From an optimization exercise on the open Yosys and OpenROAD flow, aimed at small area; shortcuts taken in it are not production practice. The RTL was checked by simulation tests, not by an equivalence proof against the original design. Power is estimated from default activity; no workload was simulated.

v2:
// cbc_dig
module cbc_dig(clk,rst_n,RX_A,RX_C,TX_C,CH_A,CH_B,dst,eep_rd_data,eep_addr,eep_cs_n,eep_r_w_n,chrg_pmp_en);
Settings: LEC_CHECK=0, CAP_MARGIN=0, CORE_MARGIN=2, CORE_UTILIZATION=70, GPL_TIMING_DRIVEN=0, PLACE_DENSITY=0.9, SLEW_MARGIN=0; clock period 10.0 ns.
standard.sh (not shown) runs the stock make flow with config.mk's settings and CLKGATE_MAP_FILE= SYNTH_SCRIPT=/design/flow/synth_recipe.tcl, a recipe that flattens the netlist after the stock synthesis.
==> flow/flow/run.sh <==
#!/bin/bash
# Layout flow: the standard flow (standard.sh, synthesis unchanged) with
# the synthesis buffers removed before placement, single-drive port buffers
# and a clock tree without dummy loads.
export REMOVE_ABC_BUFFERS=1
export BUFFER_PORTS_ARGS="-buffer_cell sky130_fd_sc_hd__buf_1"
export CTS_ARGS="-sink_clustering_enable -repair_clock_nets -dont_use_dummy_load -buf_list sky130_fd_sc_hd__clkbuf_4 -sink_clustering_size 9 -sink_clustering_max_diameter 55"
bash standard.sh > standard.log 2>&1
status=$?
tail -40 standard.log
exit $status
v2: all stages complete, timing, DRC and antenna checks passed
> inputs changed (v2 -> v32)
==> flow/flow/run.sh <==
#!/bin/bash
# Layout flow: the standard flow (standard.sh) with its synthesis run
# first and unchanged; then, for placement onwards, the synthesis buffers are
# removed before placement, ports get single-drive buffers, the largest
# buffers are kept out of repair, and the clock tree is built without dummy
# loads.
bash standard.sh synth > synth.log 2>&1 || { tail -40 synth.log; exit 1; }
export REMOVE_ABC_BUFFERS=1
export BUFFER_PORTS_ARGS="-buffer_cell sky130_fd_sc_hd__buf_1"
export DONT_USE_CELLS="sky130_fd_sc_hd__buf_16 sky130_fd_sc_hd__buf_12 sky130_fd_sc_hd__buf_8"
export CTS_ARGS="-sink_clustering_enable -repair_clock_nets -dont_use_dummy_load -buf_list sky130_fd_sc_hd__clkbuf_4 -sink_clustering_size 9 -sink_clustering_max_diameter 55"
bash standard.sh > standard.log 2>&1
status=$?
tail -40 standard.log
exit $status
[summary]
Going from v2 to v32, number of CTS-inserted buffers roughly the same, total I/O pin count held steady. Worst slew slack as a fraction of its limit: v32 vs v2 identical. | fraction of final layout cells with drive strength greater than 1 | v2 vs v32 | ≈ equal |. As far as count of plain and timing-repair buffers goes, v2 and v32 are indistinguishable; the numbers are identical. Re combined area of all synthesized cells: no difference whatsoever between v2 and v32. Compared v32 against v2; area taken by multi-input logic gates within noise.
--- input diff v32..v49 ---
- PLACE_DENSITY now 0.8, was 0.9
==> flow/flow/run.sh <==
#!/bin/bash
# Layout flow: the standard flow (standard.sh, synthesis unchanged) with
# the synthesis buffers removed before placement, single-drive port buffers
# and a clock tree without dummy loads.
export REMOVE_ABC_BUFFERS=1
export BUFFER_PORTS_ARGS="-buffer_cell sky130_fd_sc_hd__buf_1"
export CTS_ARGS="-sink_clustering_enable -repair_clock_nets -dont_use_dummy_load -buf_list sky130_fd_sc_hd__clkbuf_4 -sink_clustering_size 9 -sink_clustering_max_diameter 55"
bash standard.sh > standard.log 2>&1
status=$?
tail -40 standard.log
exit $status
[summary]
- v49 — post-route clock period utilization 1.2 points higher, v32 as reference
- The post-route non-filler standard cell count of v32 and that of v49 are within noise of each other.
- Area share of fa/ha/maj cells after synthesis delta (v32 -> v49): insignificant
- | wire length | v49 vs v32 | about 6% higher |
- Delta (v49 minus v32): critical path depth held steady; number of cells in the design after placement stayed essentially flat; largest incremental delay on the critical path flat; total number of vias picked up an extra about 0.75%.
- The proportion of power drawn by the clock network number comes out lower for v32 vs v49.

========
## north
cbc_dig again, from the RTL that the note above started with.
==> flow/config.mk <==
export PLATFORM = sky130hd
export DESIGN_NAME = cbc_dig
export DESIGN_NICKNAME = cbc_dig
export VERILOG_FILES = /design/flow/design.v
export SDC_FILE = /design/flow/constraint.sdc
export NUM_CORES = 4
export LEC_CHECK = 0
export CAP_MARGIN = 0
export CORE_MARGIN = 2
export CORE_UTILIZATION = 70
export GPL_TIMING_DRIVEN = 0
export PLACE_DENSITY = 0.7
export SLEW_MARGIN = 0
==> flow/constraint.sdc <==
create_clock -name core_clock -period 10.0 [get_ports {clk}]
set_input_delay 2.0000 -clock core_clock [delete_from_list [all_inputs] [get_ports {clk}]]
set_output_delay 2.0000 -clock core_clock [all_outputs]
set_load 0.01 [all_outputs]
==> flow/flow/run.sh <==
#!/bin/bash
# Layout flow: the standard flow (standard.sh, synthesis unchanged) with
# the synthesis buffers removed before placement, single-drive port buffers
# and a clock tree without dummy loads.
export REMOVE_ABC_BUFFERS=1
export BUFFER_PORTS_ARGS="-buffer_cell sky130_fd_sc_hd__buf_1"
export CTS_ARGS="-sink_clustering_enable -repair_clock_nets -dont_use_dummy_load -buf_list sky130_fd_sc_hd__clkbuf_4 -sink_clustering_size 9 -sink_clustering_max_diameter 55"
bash standard.sh > standard.log 2>&1
status=$?
tail -40 standard.log
exit $status
The flow did not stop early for north: all stages ran, and the layout cleared the timing, DRC and antenna checks.
--- input diff north..south ---
diff --git a/flow/config.mk b/flow/config.mk
--- a/flow/config.mk
+++ b/flow/config.mk
@@ -8,6 +8,5 @@
 export CAP_MARGIN = 0
 export CORE_MARGIN = 2
-export CORE_UTILIZATION = 70
+export CORE_UTILIZATION = 65
 export GPL_TIMING_DRIVEN = 0
-export PLACE_DENSITY = 0.7
 export SLEW_MARGIN = 0
## What came out
Comparing north and south, worst hold margin is lower on south.
Looking at north and south, the number of nets in the layout is a wash.
Measured slew at the worst slew-check pin (south over north): decrease, 0.045 ns
Looking at critical path endpoint, the SumErr[9]$_SDFFE_PP0P_ result is from south; the SumErr[10]$_SDFFE_PP0P_ one comes from north.
The flow did not stop early for south: all stages ran, and the layout cleared the timing, DRC and antenna checks.
Non-clock buffer count grows by a few percent when moving from north to south.
Between south and north, the via count figures differ only marginally.
| multi-input combinational cell area | north vs south | ≈ equal |
Changes in east relative to south:
diff --git a/flow/config.mk b/flow/config.mk
--- a/flow/config.mk
+++ b/flow/config.mk
@@ -6,7 +6,7 @@
 export NUM_CORES = 4
 export LEC_CHECK = 0
-export CAP_MARGIN = 0
+export CAP_MARGIN = 10
 export CORE_MARGIN = 2
 export CORE_UTILIZATION = 65
 export GPL_TIMING_DRIVEN = 0
-export SLEW_MARGIN = 0
+export SLEW_MARGIN = 10
### Flow results
Looking at south and east, the final cell count is a wash. ~same minimum hold slack in south and east. Comparing east with south, the total non-filler cell area in the finished layout came out essentially unchanged. As far as number of antenna violations at the first check in global routing goes, east and south are indistinguishable; the numbers are identical. | power dissipated by switching net loads | east vs south | better |. Compared to south, the routing of east uses more wire.

afterwards: timing with drivers on the ports:
The flow's constraints put no driver on any port. The routed layouts listed below were extracted and timed again, unchanged, in two steps. Step 1 (the two cells are an assumption about what drives the block):
set clk [get_ports {clk}]
set_driving_cell -lib_cell sky130_fd_sc_hd__clkbuf_16 $clk
set_driving_cell -lib_cell sky130_fd_sc_hd__buf_2 [delete_from_list [all_inputs] $clk]
Step 2 moves the port delays by t, midway between the first and last clock arrival at a register: inputs arrive t later, outputs are due t later. That takes back most of the time a late clock gives input paths. a / b / c = ideal ports / drivers / drivers and shift; a / b = the first two.
run | t (ns) | setup WS [ns] | worst slew at a driven data input, ns
v2 | 0.688 | 0.773 / 0.773 / 0.773 | 0.03
v32 | 0.688 | 0.773 / 0.773 / 0.773 | 0.03
v49 | 0.675 | 0.654 / 0.654 / 0.654 | 0.04
north | 0.691 | 0.618 / 0.618 / 0.618 | 0.04
south | 0.707 | 0.578 / 0.578 / 0.578 | 0.04
east | 0.682 | 0.668 / 0.668 / 0.668 | 0.04
After both steps setup and hold are still met in every run listed.
